From an optimization exercise on the open Yosys and OpenROAD flow, aimed at a short achievable clock period and few clock cycles per item; shortcuts taken in it are not production practice.
No driver is modelled on the clock port, so clocking that relies on it looks cheaper here than on a real chip.

==> v39: inputs <==
==> flow/design.v <==
`timescale 1ns / 1ps
module processor (
    input clk, reset,
    output [7:0] pc,
    input [31:0] instruction,
    output [31:0] Result,
    output result_valid
    );
    reg         d_v;
    reg  [4:0]  d_rd;
    reg  [31:0] d_rd_oh;
    reg  [31:0] d_rs1_oh, d_rs2_oh;
    reg  [31:0] d_imm;         
    reg         d_isr;         
    reg         d_we;          
    reg         d_ld, d_st;    
    reg         d_sum, d_slt, d_and, d_or, d_nor, d_inv;
    reg         d_m1a, d_m1b;  
    reg         d_m2a, d_m2b;  
    reg         e_v;
    reg  [4:0]  e_rd;
    reg  [31:0] e_rd_oh;
    reg         e_we, e_ld, e_st;
    reg  [31:0] e_a, e_b, e_s;
    reg  [127:0] e_sel;        
    reg  [8:0]  e_off;         
    reg         e_cin;
    reg         e_sum, e_slt, e_and, e_or, e_nor;
    reg         e_sumw;        
    reg  [31:0] w_val;         
    reg  [31:0] w_valn;        
    reg  [31:0] w_wen;         
    reg  [31:0] res_q;
    wire [127:0] n_sel;
    wire [31:0] w_next;
    reg         res_v;
    reg  [7:0]  pc_q;
    reg         rst_q;         
    wire stall;
    always @(posedge clk) begin
        if (reset) pc_q <= 8'd0;
        else       pc_q <= pc_q + {5'd0, ~stall, 2'd0};
        rst_q <= reset;
    end
    assign pc = pc_q;
    wire [31:0] ins = instruction;
    wire [6:0] f_opc = ins[6:0];
    wire [4:0] f_rd  = ins[11:7];
    wire [2:0] f_f3  = ins[14:12];
    wire [4:0] f_rs1 = ins[19:15];
    wire [4:0] f_rs2 = ins[24:20];
    wire f_isr = (f_opc == 7'b0110011);
    wire f_isi = (f_opc == 7'b0010011);
    wire f_isl = (f_opc == 7'b0000011);
    wire f_iss = (f_opc == 7'b0100011);
    wire f_alu = f_isr | f_isi;
    wire f_wr  = f_isr | f_isi | f_isl;
    wire f_sub = f_isr & (f_f3 == 3'b000) & ins[30];
    wire f_slt = f_alu & (f_f3 == 3'b010);
    wire f_and = f_alu & (f_f3 == 3'b111);
    wire f_or  = f_alu & (f_f3 == 3'b110);
    wire f_nor = f_alu & (f_f3 == 3'b100);
    wire f_inv = f_sub | f_slt;
    wire f_sum = ~(f_slt | f_and | f_or | f_nor);
    wire [31:0] f_immv = f_iss ? {{20{ins[31]}}, ins[31:25], ins[11:7]}
                               : {{20{ins[31]}}, ins[31:20]};
    wire f_m1a = d_we & (d_rd == f_rs1);
    wire f_m1b = d_we & (d_rd == f_rs2);
    wire f_m2a = e_we & (e_rd == f_rs1);
    wire f_m2b = e_we & (e_rd == f_rs2);
    assign stall = f_isl & (d_ld | d_slt) & f_m1a;
    integer k;
    reg [31:0] f_rd_oh, f_rs1_oh, f_rs2_oh;
    always @(*) begin
        for (k = 0; k < 32; k = k + 1) begin
            f_rd_oh[k]  = (f_rd  == k[4:0]);
            f_rs1_oh[k] = (f_rs1 == k[4:0]);
            f_rs2_oh[k] = (f_rs2 == k[4:0]);
        end
    end
    always @(posedge clk) begin
        if (reset || stall) begin
            d_v  <= 1'b0;
            d_we <= 1'b0;
            d_ld <= 1'b0;
            d_st <= 1'b0;
        end else begin
            d_v  <= 1'b1;
            d_we <= f_wr;
            d_ld <= f_isl;
            d_st <= f_iss;
        end
        d_rd     <= f_rd;
        d_rd_oh  <= f_rd_oh;
        d_rs1_oh <= f_rs1_oh & {32{~f_m2a}};    
        d_rs2_oh <= f_rs2_oh & {32{~f_m2b}};
        d_imm    <= f_inv ? ~f_immv : f_immv;
        d_isr    <= f_isr;
        d_sum    <= f_sum;
        d_slt    <= f_slt;
        d_and    <= f_and;
        d_or     <= f_or;
        d_nor    <= f_nor;
        d_inv    <= f_inv;
        d_m1a    <= f_m1a;
        d_m1b    <= f_m1b;
        d_m2a    <= f_m2a;
        d_m2b    <= f_m2b;
    end
    wire [31:0] rf_a, rf_b;
    RegFile rf (
        .clk (clk),
        .reset (rst_q),
        .wen (w_wen),
        .wdata_n (w_valn),
        .sel1 (d_rs1_oh),
        .sel2 (d_rs2_oh),
        .rd1 (rf_a),
        .rd2 (rf_b));
    wire [31:0] d_a = ({32{d_m2a}} & w_val) | rf_a;
    wire [31:0] d_b = ({32{d_m2b}} & w_val) | rf_b;
    wire [127:0] d_sel;
    WordSel dsel (.a (d_a[8:0]), .b (d_imm[8:0]), .sel (d_sel));
    always @(posedge clk) begin
        if (reset) begin
            e_v  <= 1'b0;
            e_we <= 1'b0;
            e_ld <= 1'b0;
            e_st <= 1'b0;
        end else begin
            e_v  <= d_v;
            e_we <= d_we;
            e_ld <= d_ld;
            e_st <= d_st;
        end
        e_rd    <= d_rd;
        e_rd_oh <= d_rd_oh;
        e_a     <= d_m1a ? w_next : d_a;
        e_b     <= ~d_isr ? d_imm
                 : d_m1b  ? (d_inv ? ~w_next : w_next)
                 :          (d_inv ? ~d_b : d_b);
        e_s     <= d_m1b ? w_next : d_b;
        e_sel   <= {128{d_ld}} & (d_m1a ? n_sel : d_sel);
        e_off   <= d_imm[8:0];
        e_cin   <= d_inv;
        e_sum   <= d_sum;
        e_sumw  <= d_sum & ~d_ld;
        e_slt   <= d_slt;
        e_and   <= d_and;
        e_or    <= d_or;
        e_nor   <= d_nor;
    end
    wire [31:0] a = e_a;
    wire [31:0] b = e_b;
    wire [31:0] s = e_s;
    wire [32:0] sum_c = {a, 1'b1} + {b, e_cin};
    wire [31:0] sum = sum_c[32:1];
    wire lt = (a[31] == b[31]) ? a[31] : sum[31];
    wire [31:0] alu = ({32{e_sum}} & sum)
                    | ({32{e_and}} & (a & b))
                    | ({32{e_or}}  & (a | b))
                    | ({32{e_nor}} & ~(a | b))
                    | {31'd0, e_slt & lt};
    wire [8:0] ni = d_imm[8:0];
    wire [8:0] cs_s = a[8:0] ^ b[8:0] ^ ni;
    wire [8:0] cs_c = (a[8:0] & b[8:0]) | (a[8:0] & ni) | (b[8:0] & ni);
    wire [127:0] sel_sum;
    WordSel nsum (.a (cs_s), .b ({cs_c[7:0], e_cin}), .sel (sel_sum));
    wire [8:0] lg = ({9{e_and}} & (a[8:0] & b[8:0]))
                  | ({9{e_or}}  & (a[8:0] | b[8:0]))
                  | ({9{e_nor}} & ~(a[8:0] | b[8:0]));
    wire [127:0] sel_lg;
    WordSel nlg (.a (lg), .b (ni), .sel (sel_lg));
    assign n_sel = e_sum ? sel_sum : sel_lg;
    wire [127:0] ssel;
    WordSel nst (.a (a[8:0]), .b (e_off), .sel (ssel));
    wire [127:0] wsel = {128{e_st}} & ssel;
    wire [31:0] mdata;
    DataMem dm (
        .clk (clk),
        .reset (rst_q),
        .wsel (wsel),
        .wdata (s),
        .rsel (e_sel),
        .rdata (mdata));
    wire [31:0] alu_w = ({32{e_sumw}} & sum)
                      | ({32{e_and}} & (a & b))
                      | ({32{e_or}}  & (a | b))
                      | ({32{e_nor}} & ~(a | b))
                      | {31'd0, e_slt & lt};
    assign w_next = alu_w | mdata;
    always @(posedge clk) begin
        w_val  <= w_next;
        w_valn <= ~w_next;
        w_wen  <= e_rd_oh & {32{e_we}};
        res_q  <= alu;
        if (reset) res_v <= 1'b0;
        else       res_v <= e_v;
    end
    assign Result = res_q;
    assign result_valid = res_v;
endmodule
`timescale 1ns / 1ps
`timescale 1ns / 1ps
`timescale 1ns / 1ps
module WordSel(
    input  [8:0] a,
    input  [8:0] b,
    output [127:0] sel
    );
    wire [8:0] p = a ^ b;
    wire [8:0] g = a & b;
    wire [8:0] o = a | b;
    wire c2 = g[1] | (p[1] & g[0]);      
    wire [35:0] hit;
    genvar j, k;
    generate
        for (j = 2; j <= 8; j = j + 1) begin : bits
            if (j == 2) begin : first
                assign hit[4*j+0] = ~(p[j] ^ c2);
                assign hit[4*j+1] = ~(p[j] ^ c2);
                assign hit[4*j+2] =  (p[j] ^ c2);
                assign hit[4*j+3] =  (p[j] ^ c2);
            end else begin : rest
                assign hit[4*j+0] = ~(p[j] ^ o[j-1]);
                assign hit[4*j+1] = ~(p[j] ^ g[j-1]);
                assign hit[4*j+2] =  (p[j] ^ o[j-1]);
                assign hit[4*j+3] =  (p[j] ^ g[j-1]);
            end
        end
        for (k = 0; k < 128; k = k + 1) begin : words
            localparam [7:0] K = {k[6:0], 1'b0};    
            assign sel[k] = hit[4*2 + 2*K[1] + K[0]] & hit[4*3 + 2*K[2] + K[1]]
                          & hit[4*4 + 2*K[3] + K[2]] & hit[4*5 + 2*K[4] + K[3]]
                          & hit[4*6 + 2*K[5] + K[4]] & hit[4*7 + 2*K[6] + K[5]]
                          & hit[4*8 + 2*K[7] + K[6]];
        end
    endgenerate
endmodule
`timescale 1ns / 1ps
module RegFile(
    input clk, reset,
    input  [31:0] wen,
    input  [31:0] wdata_n,
    input  [31:0] sel1,
    input  [31:0] sel2,
    output reg [31:0] rd1,
    output reg [31:0] rd2
    );
    reg [1023:0] rg_file;
    integer i;
    always @(*) begin
        rd1 = 32'd0;
        rd2 = 32'd0;
        for (i = 0; i < 32; i = i + 1) begin
            rd1 = rd1 | (rg_file[i*32 +: 32] & {32{sel1[i]}});
            rd2 = rd2 | (rg_file[i*32 +: 32] & {32{sel2[i]}});
        end
    end
    always @(posedge clk) begin
        for (i = 0; i < 32; i = i + 1) begin
            if (reset)       rg_file[i*32 +: 32] <= 32'd0;
            else if (wen[i]) rg_file[i*32 +: 32] <= ~wdata_n;
        end
    end
endmodule
`timescale 1ns / 1ps
module DataMem(
    input clk, reset,
    input  [127:0] wsel,
    input  [31:0]  wdata,
    input  [127:0] rsel,
    output reg [31:0] rdata
    );
    reg [4095:0] mem;
    integer i;
    always @(*) begin
        rdata = 32'd0;
        for (i = 0; i < 128; i = i + 1)
            rdata = rdata | (mem[i*32 +: 32] & {32{rsel[i]}});
    end
    always @(posedge clk) begin
        for (i = 0; i < 128; i = i + 1) begin
            if (reset)        mem[i*32 +: 32] <= i;
            else if (wsel[i]) mem[i*32 +: 32] <= wdata;
        end
    end
endmodule
`timescale 1ns / 1ps
`timescale 1ns / 1ps
`timescale 1ns / 1ps
==> flow/flow/run.sh <==
#!/bin/bash
# Layout: the standard flow (standard.sh), with timing repair aimed
# well below the 10 ns clock (repair_timing's setup margin), and one more
# round of design and timing repair after clock tree synthesis
# (flow/repair.tcl). The SDC is the design's, unchanged.
set -euo pipefail
M=6.7
R=orfs/results/sky130hd/processor/base
bash standard.sh SETUP_SLACK_MARGIN=$M cts > make_cts.log 2>&1
RESULTS=$R SETUP_MARGIN=$M SLEW_M=80 CAP_M=50 openroad -exit flow/repair.tcl > repair.log 2>&1
bash standard.sh SETUP_SLACK_MARGIN=$M finish > make_finish.log 2>&1
==> flow/flow/repair.tcl <==
# One more round of design and timing repair on the clock-tree stage's
# layout (orfs/results/.../4_cts.odb), written back in place before
# global routing. Timing uses the design's SDC; repair aims for
# SETUP_MARGIN ns of setup slack at the 10 ns clock.
set plat $::env(FLOW_HOME)/platforms/sky130hd
set res $::env(RESULTS)
read_lef $plat/lef/sky130_fd_sc_hd.tlef
read_lef $plat/lef/sky130_fd_sc_hd_merged.lef
read_liberty $plat/lib/sky130_fd_sc_hd__tt_025C_1v80.lib
read_db $res/4_cts.odb
read_sdc $res/4_cts.sdc
source $plat/setRC.tcl
set_propagated_clock [all_clocks]
set_dont_use [get_lib_cells {sky130_fd_sc_hd__probe_p_8 sky130_fd_sc_hd__probec_p_8 sky130_fd_sc_hd__lpflow_*}]
estimate_parasitics -placement
puts "start: setup ws [sta::worst_slack_cmd max], hold ws [sta::worst_slack_cmd min]"
repair_design -slew_margin $::env(SLEW_M) -cap_margin $::env(CAP_M) -match_cell_footprint -verbose
estimate_parasitics -placement
puts "after repair_design: setup ws [sta::worst_slack_cmd max]"
for {set i 0} {$i < 2} {incr i} {
  repair_timing -setup -setup_margin $::env(SETUP_MARGIN) -repair_tns 100 -match_cell_footprint -verbose
  estimate_parasitics -placement
  puts "after repair_timing $i: setup ws [sta::worst_slack_cmd max]"
}
detailed_placement
estimate_parasitics -placement
repair_timing -hold -hold_margin 0.05 -match_cell_footprint -verbose
detailed_placement
check_placement -verbose
estimate_parasitics -placement
puts "end: setup ws [sta::worst_slack_cmd max], hold ws [sta::worst_slack_cmd min]"
write_db $res/4_cts.odb
==> flow/standard.sh <==
#!/bin/bash
# synth_recipe.tcl (not shown) runs the flow's synth.tcl, then flattens the netlist and writes it again
# the make line also repeats each setting of config.mk as NAME=value (left out here)
make -C /OpenROAD-flow-scripts/flow DESIGN_CONFIG=/design/flow/config.mk WORK_HOME=/design/flow/orfs CLKGATE_MAP_FILE= SYNTH_SCRIPT=/design/flow/synth_recipe.tcl "${@:-finish}"
==> flow/config.mk <==
export PLATFORM = sky130hd
export DESIGN_NAME = processor
export DESIGN_NICKNAME = processor
export VERILOG_FILES = /design/flow/design.v
export SDC_FILE = /design/flow/constraint.sdc
export NUM_CORES = 8
export LEC_CHECK = 0
export CAP_MARGIN = 50
export CORE_MARGIN = 2
export CORE_UTILIZATION = 45
export GPL_ROUTABILITY_DRIVEN = 1
export GPL_TIMING_DRIVEN = 1
export SETUP_SLACK_MARGIN = 5
export SLEW_MARGIN = 80
export TNS_END_PERCENT = 100
==> flow/constraint.sdc <==
create_clock -name core_clock -period 10.0 [get_ports {clk}]
set_input_delay 2.0000 -clock core_clock [delete_from_list [all_inputs] [get_ports {clk}]]
set_output_delay 2.0000 -clock core_clock [all_outputs]
set_load 0.01 [all_outputs]
==> v31: changes against v39 <==
--- a/flow/design.v
+++ b/flow/design.v
@@ -26,7 +26,6 @@
     reg  [8:0]  e_off;         
     reg         e_cin;
     reg         e_sum, e_slt, e_and, e_or, e_nor;
-    reg         e_sumw;        
     reg  [31:0] w_val;         
     reg  [31:0] w_valn;        
     reg  [31:0] w_wen;         
@@ -92,8 +91,8 @@
         end
         d_rd     <= f_rd;
         d_rd_oh  <= f_rd_oh;
-        d_rs1_oh <= f_rs1_oh & {32{~f_m2a}};    
-        d_rs2_oh <= f_rs2_oh & {32{~f_m2b}};
+        d_rs1_oh <= f_rs1_oh;
+        d_rs2_oh <= f_rs2_oh;
         d_imm    <= f_inv ? ~f_immv : f_immv;
         d_isr    <= f_isr;
         d_sum    <= f_sum;
@@ -117,8 +116,8 @@
         .sel2 (d_rs2_oh),
         .rd1 (rf_a),
         .rd2 (rf_b));
-    wire [31:0] d_a = ({32{d_m2a}} & w_val) | rf_a;
-    wire [31:0] d_b = ({32{d_m2b}} & w_val) | rf_b;
+    wire [31:0] d_a = d_m2a ? w_val : rf_a;
+    wire [31:0] d_b = d_m2b ? w_val : rf_b;
     wire [127:0] d_sel;
     WordSel dsel (.a (d_a[8:0]), .b (d_imm[8:0]), .sel (d_sel));
     always @(posedge clk) begin
@@ -140,11 +139,10 @@
                  : d_m1b  ? (d_inv ? ~w_next : w_next)
                  :          (d_inv ? ~d_b : d_b);
         e_s     <= d_m1b ? w_next : d_b;
-        e_sel   <= {128{d_ld}} & (d_m1a ? n_sel : d_sel);
+        e_sel   <= d_m1a ? n_sel : d_sel;
         e_off   <= d_imm[8:0];
         e_cin   <= d_inv;
         e_sum   <= d_sum;
-        e_sumw  <= d_sum & ~d_ld;
         e_slt   <= d_slt;
         e_and   <= d_and;
         e_or    <= d_or;
@@ -183,12 +181,7 @@
         .wdata (s),
         .rsel (e_sel),
         .rdata (mdata));
-    wire [31:0] alu_w = ({32{e_sumw}} & sum)
-                      | ({32{e_and}} & (a & b))
-                      | ({32{e_or}}  & (a | b))
-                      | ({32{e_nor}} & ~(a | b))
-                      | {31'd0, e_slt & lt};
-    assign w_next = alu_w | mdata;
+    assign w_next = e_ld ? mdata : alu;
     always @(posedge clk) begin
         w_val  <= w_next;
         w_valn <= ~w_next;
==> flow/flow/run.sh (replaced) <==
#!/bin/bash
# The standard layout, with timing repair aimed at a period well below the
# 10 ns clock: repair_timing treats paths with less than 6.6 ns of slack as
# violating. The SDC is the design's, unchanged.
set -euo pipefail
bash standard.sh SETUP_SLACK_MARGIN=6.6 finish > standard_make.log 2>&1
CAP_MARGIN = 20   (was 50)
CORE_UTILIZATION = 60   (was 45)
GPL_ROUTABILITY_DRIVEN = not set   (was 1)
SLEW_MARGIN = 20   (was 80)
removed: flow/flow/repair.tcl
==> comparison table <==
Result of the run: v39 did not finish; v31 did not finish
Last stage reached: v39 global routing; v31 global routing
Starting utilization of the core area: v39 0.452; v31 0.601
Unique masters post-synth: v39 88; v31 104
Gp weighted congestion: v39 1.14; v31 1.20
Number of gates resized after cts: v39 1754; v31 1645
Post-synthesis xor/xnor area fraction: v39 0.00654; v31 0.00587
Total setup buffers inserted after CTS: v39 483; v31 415
Simple-gate area share of the yosys netlist: v39 0.207; v31 0.204
Share of synthesized area occupied by flip-flops and latches: v39 0.488; v31 0.490
Post-synthesis mux area share: v39 0.000771; v31 0.00305
Die outline width: v39 722 um; v31 625 um
Placement Setup Slack: v39 4.90 ns; v31 4.72 ns
Synthesized cell area: v39 232000 um2; v31 231000 um2
Synth top area share: v39 0.488; v31 0.490
CTS Buf Count: v39 620; v31 579
Die Ht: v39 722 um; v31 625 um
Synthesized area divided by synthesized cell count: v39 7.98 um2; v31 8.03 um2
No run of this note included a check of the RTL's function; only the layout flow was run.
